Source: an optimization exercise on an open RTL-to-GDS flow (aim: small area, a short achievable clock period and few clock cycles per item). Production flows keep margins and buffers that such runs may drop.
Only simulation tests tie the RTL to the original design; equivalence was not proved.

== build 71 ==
==> flow/design.v <==
module SIMON_function
#(	parameter N = 32		)
 (	input logic [N-1:0] in,
	output logic [N-1:0] out	);
always_comb
begin
	out = ({in[N-2:0], in[N-1]} & {in[N-9:0], in[N-1:N-8]}) ^ {in[N-3:0], in[N-1:N-2]};
end
endmodule
module SIMON_round
#(	parameter N = 32		)
 (	input logic [2*N-1:0] block,
	input logic [N-1:0] key,
	output logic [2*N-1:0] out	);
logic [N-1:0] f;
SIMON_function #(N) func(.in(block[2*N-1:N]), .out(f));
always_comb
begin
	out[N-1:0] = block[2*N-1:N];
	out[2*N-1:N] = block[N-1:0] ^ key ^ f;
end
endmodule
module SIMON_keyexpansion
#(	parameter N = 32		)
 (	input logic [N-1:0] far, k1, k3,
	input logic zb,
	output logic [N-1:0] out		);
logic [N-1:0] t;
always_comb
begin
	t = {k1[2:0], k1[N-1:3]} ^ k3;
	t = t ^ {t[0], t[N-1:1]};
	out = ~far ^ t ^ {{(N-1){1'b0}}, zb} ^ 'd3;
end
endmodule
module SIMON_control
#(	parameter N = 32	)
 (	input logic clk, nR,
	input logic newData, newKey,
	input logic enc_dec, readData,
	input logic [2*N-1:0] plain,
	input logic [4*N-1:0] key,
	output logic ldData, ldKey,
	output logic doneData, doneKey,
	output logic [2*N-1:0] cipher	);
localparam logic [61:0] z = 62'b11110000101100111001010001001000000111101001100011010111011011;
localparam int LAST = 10;
logic [3:0] cnt;
logic busy;		 
logic kpass;	 
logic kvalid;	 
logic enc;		 
logic cdec;		 
logic [2*N-1:0] P, C;
logic [3:0][N-1:0] A, B;
logic last, cfree, step, fin, goKey, goData;
assign last = (cnt == LAST);
assign cfree = ~doneData;
assign fin = busy && last && !kpass && cfree;
assign step = busy && !(last && !kpass && !cfree);
assign ldKey = !busy || fin;
assign ldData = doneKey && ldKey;
assign goKey = newKey && ldKey;
assign goData = newData && ldData;
logic [3:0][N-1:0] rk;
always_comb
	for(int i=0; i<4; i++)
		rk[i] = enc ? A[i] : B[3-i];
logic [4:0][2*N-1:0] r;
assign r[0] = P;
genvar g;
generate
	for(g=0; g<4; g++)
	begin : rounds
		SIMON_round #(N) rd(.block(r[g]), .key(rk[g]), .out(r[g+1]));
	end
endgenerate
logic [7:0][N-1:0] af;	 
logic [7:0][N-1:0] bb;	 
logic [3:0] za, zbk;
always_comb
	for(int i=0; i<4; i++)
	begin
		za[i] = (cnt < 4'd10) ? z[4*cnt + i] : 1'b0;
		zbk[i] = (cnt < 4'd10) ? z[39 - 4*cnt - i] : 1'b0;
	end
assign af[3:0] = A;
assign bb[7:4] = B;
generate
	for(g=0; g<4; g++)
	begin : ksteps
		SIMON_keyexpansion #(N) kf(.far(af[g]), .k1(af[g+3]), .k3(af[g+1]), .zb(za[g]), .out(af[g+4]));
		SIMON_keyexpansion #(N) kb(.far(bb[7-g]), .k1(bb[6-g]), .k3(bb[4-g]), .zb(zbk[g]), .out(bb[3-g]));
	end
endgenerate
always_ff @(posedge clk, negedge nR)
begin
	if(~nR)
	begin
		cnt <= 'b0;
		busy <= 1'b0;
		kpass <= 1'b0;
		kvalid <= 1'b0;
		enc <= 1'b0;
		cdec <= 1'b0;
		doneKey <= 1'b0;
		doneData <= 1'b0;
	end
	else
	begin
		if(goKey)	doneKey <= 1'b1;
		if(doneData && readData)	doneData <= 1'b0;
		if(fin)
		begin
			doneData <= 1'b1;
			cdec <= ~enc;
		end
		if(step)
		begin
			cnt <= last ? 4'd0 : cnt + 4'd1;
			if(last)
			begin
				kvalid <= 1'b1;
				kpass <= 1'b0;
				if(!kpass)	busy <= 1'b0;
			end
		end
		if(goKey)	kvalid <= 1'b0;
		if(goData)
		begin
			busy <= 1'b1;
			cnt <= 'b0;
			enc <= enc_dec;
			kpass <= ~enc_dec && (goKey || !(kvalid || (busy && last)));
		end
	end
end
always_ff @(posedge clk)
begin
	if(goData)	P <= enc_dec ? plain : {plain[N-1:0], plain[2*N-1:N]};
	else if(step && !kpass)	P <= r[4];
	if(fin)	C <= r[4];
end
assign cipher = cdec ? {C[N-1:0], C[2*N-1:N]} : C;
always_ff @(posedge clk)
begin
	if(goKey)
	begin
		A <= key;
		B <= key;
	end
	else if(step)
	begin
		if(last)
		begin
			A <= B;
			B <= A;
		end
		else
		begin
			A <= af[7:4];
			if(kvalid)	B <= bb[3:0];
		end
	end
end
endmodule
module SIMON_64128
#(	parameter N = 32,
	parameter M = 4		)
 (	input logic clk, nR,
	input logic newData, newKey,
	input logic enc_dec, readData,
	input logic [2*N-1:0] plain,
	input logic [M-1:0][N-1:0] key,
	output logic ldData, ldKey,
	output logic doneData, doneKey,
	output logic [2*N-1:0] cipher	);
SIMON_control #(N) control(.*);
endmodule
make LEC_CHECK=0 ABC_CLOCK_PERIOD_IN_PS=3000 CAP_MARGIN=20 CORE_MARGIN=2 CORE_UTILIZATION=40 SETUP_SLACK_MARGIN=3.0 SLEW_MARGIN=20 finish   # period 6.0 ns
run.sh (not shown) runs the stock make flow with config.mk's settings and CLKGATE_MAP_FILE= SYNTH_SCRIPT=/design/flow/synth_recipe.tcl, a recipe that flattens the netlist after the stock synthesis.
Testbench counts of build 71, summed over its fixed seeds: cycles 5,458, blocks 480.
### build 71 -> build 92
# build 71
export LEC_CHECK = 0
export ABC_CLOCK_PERIOD_IN_PS = 3000
export CAP_MARGIN = 20
export CORE_MARGIN = 2
export CORE_UTILIZATION = 40
export SETUP_SLACK_MARGIN = 3.0
export SLEW_MARGIN = 20
create_clock -name core_clock -period 6.0 [get_ports {clk}]
# build 92
export LEC_CHECK = 0
export CAP_MARGIN = 20
export CORE_MARGIN = 2
export CORE_UTILIZATION = 40
export SETUP_SLACK_MARGIN = 2.5
export SLEW_MARGIN = 20
create_clock -name core_clock -period 6.0 [get_ports {clk}]
Compared with build 71, in build 92 worst hold-check slack shrank by 0.0044 ns, register area barely changed.
The sequential share of layout area reported for build 92 is greater than that of build 71 by 4.3 points.
Re number of clock buffers in the layout: build 92 is 3.6% up on build 71.
Post-layout instance area in build 92 is about 17% lower than in build 71
Between build 71 and build 92, the critical path depth is lower for build 92.
Diff build 71..build 92 | sequential cell count | unchanged
In the flow results for build 71 and build 92, the global-route wire length before repair is smaller on build 92.
Routed wire length (lower): build 92
Total global routing track utilization delta for build 92 relative to build 71: 2.3 points lower
Changes in build 95 relative to build 92:
# build 92
export LEC_CHECK = 0
export CAP_MARGIN = 20
export CORE_MARGIN = 2
export CORE_UTILIZATION = 40
export SETUP_SLACK_MARGIN = 2.5
export SLEW_MARGIN = 20
create_clock -name core_clock -period 6.0 [get_ports {clk}]
# build 95
export LEC_CHECK = 0
export CAP_MARGIN = 20
export CORE_MARGIN = 2
export CORE_UTILIZATION = 40
export SLEW_MARGIN = 20
create_clock -name core_clock -period 6.0 [get_ports {clk}]
--- outcome ---
- Changes observed in build 95 relative to build 92: clock-buffer cell count shows a reduction of 5, final non-filler cell total decreased by 164 relative to the old numbers, post-route standard cell area excluding fillers down about 9%.
- Fmax: build 95 lower than build 92
- Cell area reported after detailed placement of build 92 is on par with build 95.
- Compared with build 92, in build 95 cell count after placement flat, synthesized cell count stayed essentially flat.


Another version of the RTL of SIMON_64128 (not shown whole).
For scale: roughly 2500 cells after synthesis, about 340 flip-flops, roughly 270 I/O pins, roughly 22000 um^2 of cells after synthesis.
==> flow/design.v (excerpt) <==
module SIMON_64128
#(	parameter N = 32,
	parameter M = 4		)
 (	input logic clk, nR,
	input logic newData, newKey,
	input logic enc_dec, readData,
	input logic [2*N-1:0] plain,
	input logic [M-1:0][N-1:0] key,
	output logic ldData, ldKey,
	output logic doneData, doneKey,
	output logic [2*N-1:0] cipher	);
==> flow/config.mk <==
export PLATFORM = sky130hd
export DESIGN_NAME = SIMON_64128
export DESIGN_NICKNAME = SIMON_64128
export VERILOG_FILES = /design/flow/design.v
export SDC_FILE = /design/flow/constraint.sdc
export NUM_CORES = 4
export LEC_CHECK = 0
export CAP_MARGIN = 20
export CORE_MARGIN = 2
export CORE_UTILIZATION = 40
export PLACE_DENSITY = 0.8
export SETUP_SLACK_MARGIN = 3.3
export SLEW_MARGIN = 20
==> flow/constraint.sdc <==
create_clock -name core_clock -period 6.0 [get_ports {clk}]
set_input_delay 1.2000 -clock core_clock [delete_from_list [all_inputs] [get_ports {clk}]]
set_output_delay 1.2000 -clock core_clock [all_outputs]
set_load 0.01 [all_outputs]
standard.sh (not shown) runs the stock make flow with config.mk's settings and CLKGATE_MAP_FILE= SYNTH_SCRIPT=/design/flow/synth_recipe.tcl, a recipe that flattens the netlist after the stock synthesis.
==> flow/flow/run.sh <==
#!/bin/bash
# The standard layout (standard.sh, unchanged synthesis and steps), except that
# the port buffers placement inserts on every input and output are plain
# buffers (buf_2) instead of the delay cells buffer_ports picks by default;
# timing repair may still resize them.
set -euo pipefail
export BUFFER_PORTS_ARGS="-buffer_cell sky130_fd_sc_hd__buf_2"
bash standard.sh > standard.log 2>&1
The first run ran to the end with no violations.
Testbench counts at the start, summed over its fixed seeds: cycles 11,866, blocks 480.
Edit:
Settings changed: PLACE_DENSITY 0.8 to not set, SETUP_SLACK_MARGIN 3.3 to 2.7.
- The changed run finished with timing, DRC and antenna clean
- non-clock buffer count came out lower by 13
- final cell count goes down by 0.58%
- clock-buffer cell count climbs by 7
- global-route usage barely changes
Edit:
Settings changed: CTS_BUF_LIST set to sky130_fd_sc_hd__clkbuf_8, CTS_CLUSTER_SIZE set to 30, SETUP_SLACK_MARGIN 2.7 to 3.6.
Non-clock buffer count came out higher by 194.
Critical path depth went down by 7.
Design area rose by 15%.
Sequential share of layout area decreases by 4.5 points.
Global-route usage goes up by 2.7 points.
Edit:
Settings changed: CTS_BUF_LIST sky130_fd_sc_hd__clkbuf_8 to not set, CTS_CLUSTER_SIZE 30 to not set, SETUP_SLACK_MARGIN 3.6 to 3.8.
Clock-buffer cell count came out lower by 9.
Fmax goes up by 2.5%.
Via count rose by 0.74%.
Utilization went up by 2.9 points.
Final area goes up by 5.5%.
Global-route usage climbs by 0.24 points.

-- what the ideal ports hide --
How much do the figures lean on ideal ports? The routed layouts below were timed once more, with nothing changed but the port constraints. Step 1 assumes that a clkbuf_16 drives the clock port and a buf_2 every other input. Step 2 times the ports against the registers' clock, not the clock port: input delays grow and output delays shrink by t, the midpoint of the rising clock arrivals with the driver on. Three values: no drivers, after step 1, after step 2; two values: the first two.
| run | t (ns) | setup slack, ns | hold slack, ns | clock arrival spread, ns | worst data-port slew with drivers (ns) |
|---|---|---|---|---|---|
| build 71 | 0.695 | 2.471 / 2.471 / 2.310 | 0.546 / 0.546 / 0.546 | 0.044 / 0.044 | 0.06 |
| build 92 | 0.681 | 2.322 / 2.322 / 2.322 | 0.541 / 0.541 / 0.541 | 0.019 / 0.019 | 0.06 |
| build 95 | 0.700 | 1.070 / 1.070 / 1.070 | 0.525 / 0.525 / 0.525 | 0.033 / 0.033 | 0.06 |
| the first run of note 2 | 0.613 | 3.341 / 3.341 / 2.921 | 0.494 / 0.494 / 0.494 | 0.029 / 0.030 | 0.11 |
| the second run of note 2 | 0.607 | 2.910 / 2.910 / 2.632 | 0.488 / 0.488 / 0.488 | 0.016 / 0.016 | 0.05 |
| the third run of note 2 | 0.718 | 3.448 / 3.394 / 2.984 | 0.474 / 0.449 / 0.496 | 0.028 / 0.028 | 0.08 |
| the fourth run of note 2 | 0.625 | 3.509 / 3.463 / 3.132 | 0.503 / 0.503 / 0.503 | 0.023 / 0.023 | 0.05 |
After both steps every run listed still meets setup and hold. The setup slack of the third run of note 2, which loses most, moves by -0.054 ns with the drivers and by -0.464 ns with both steps.
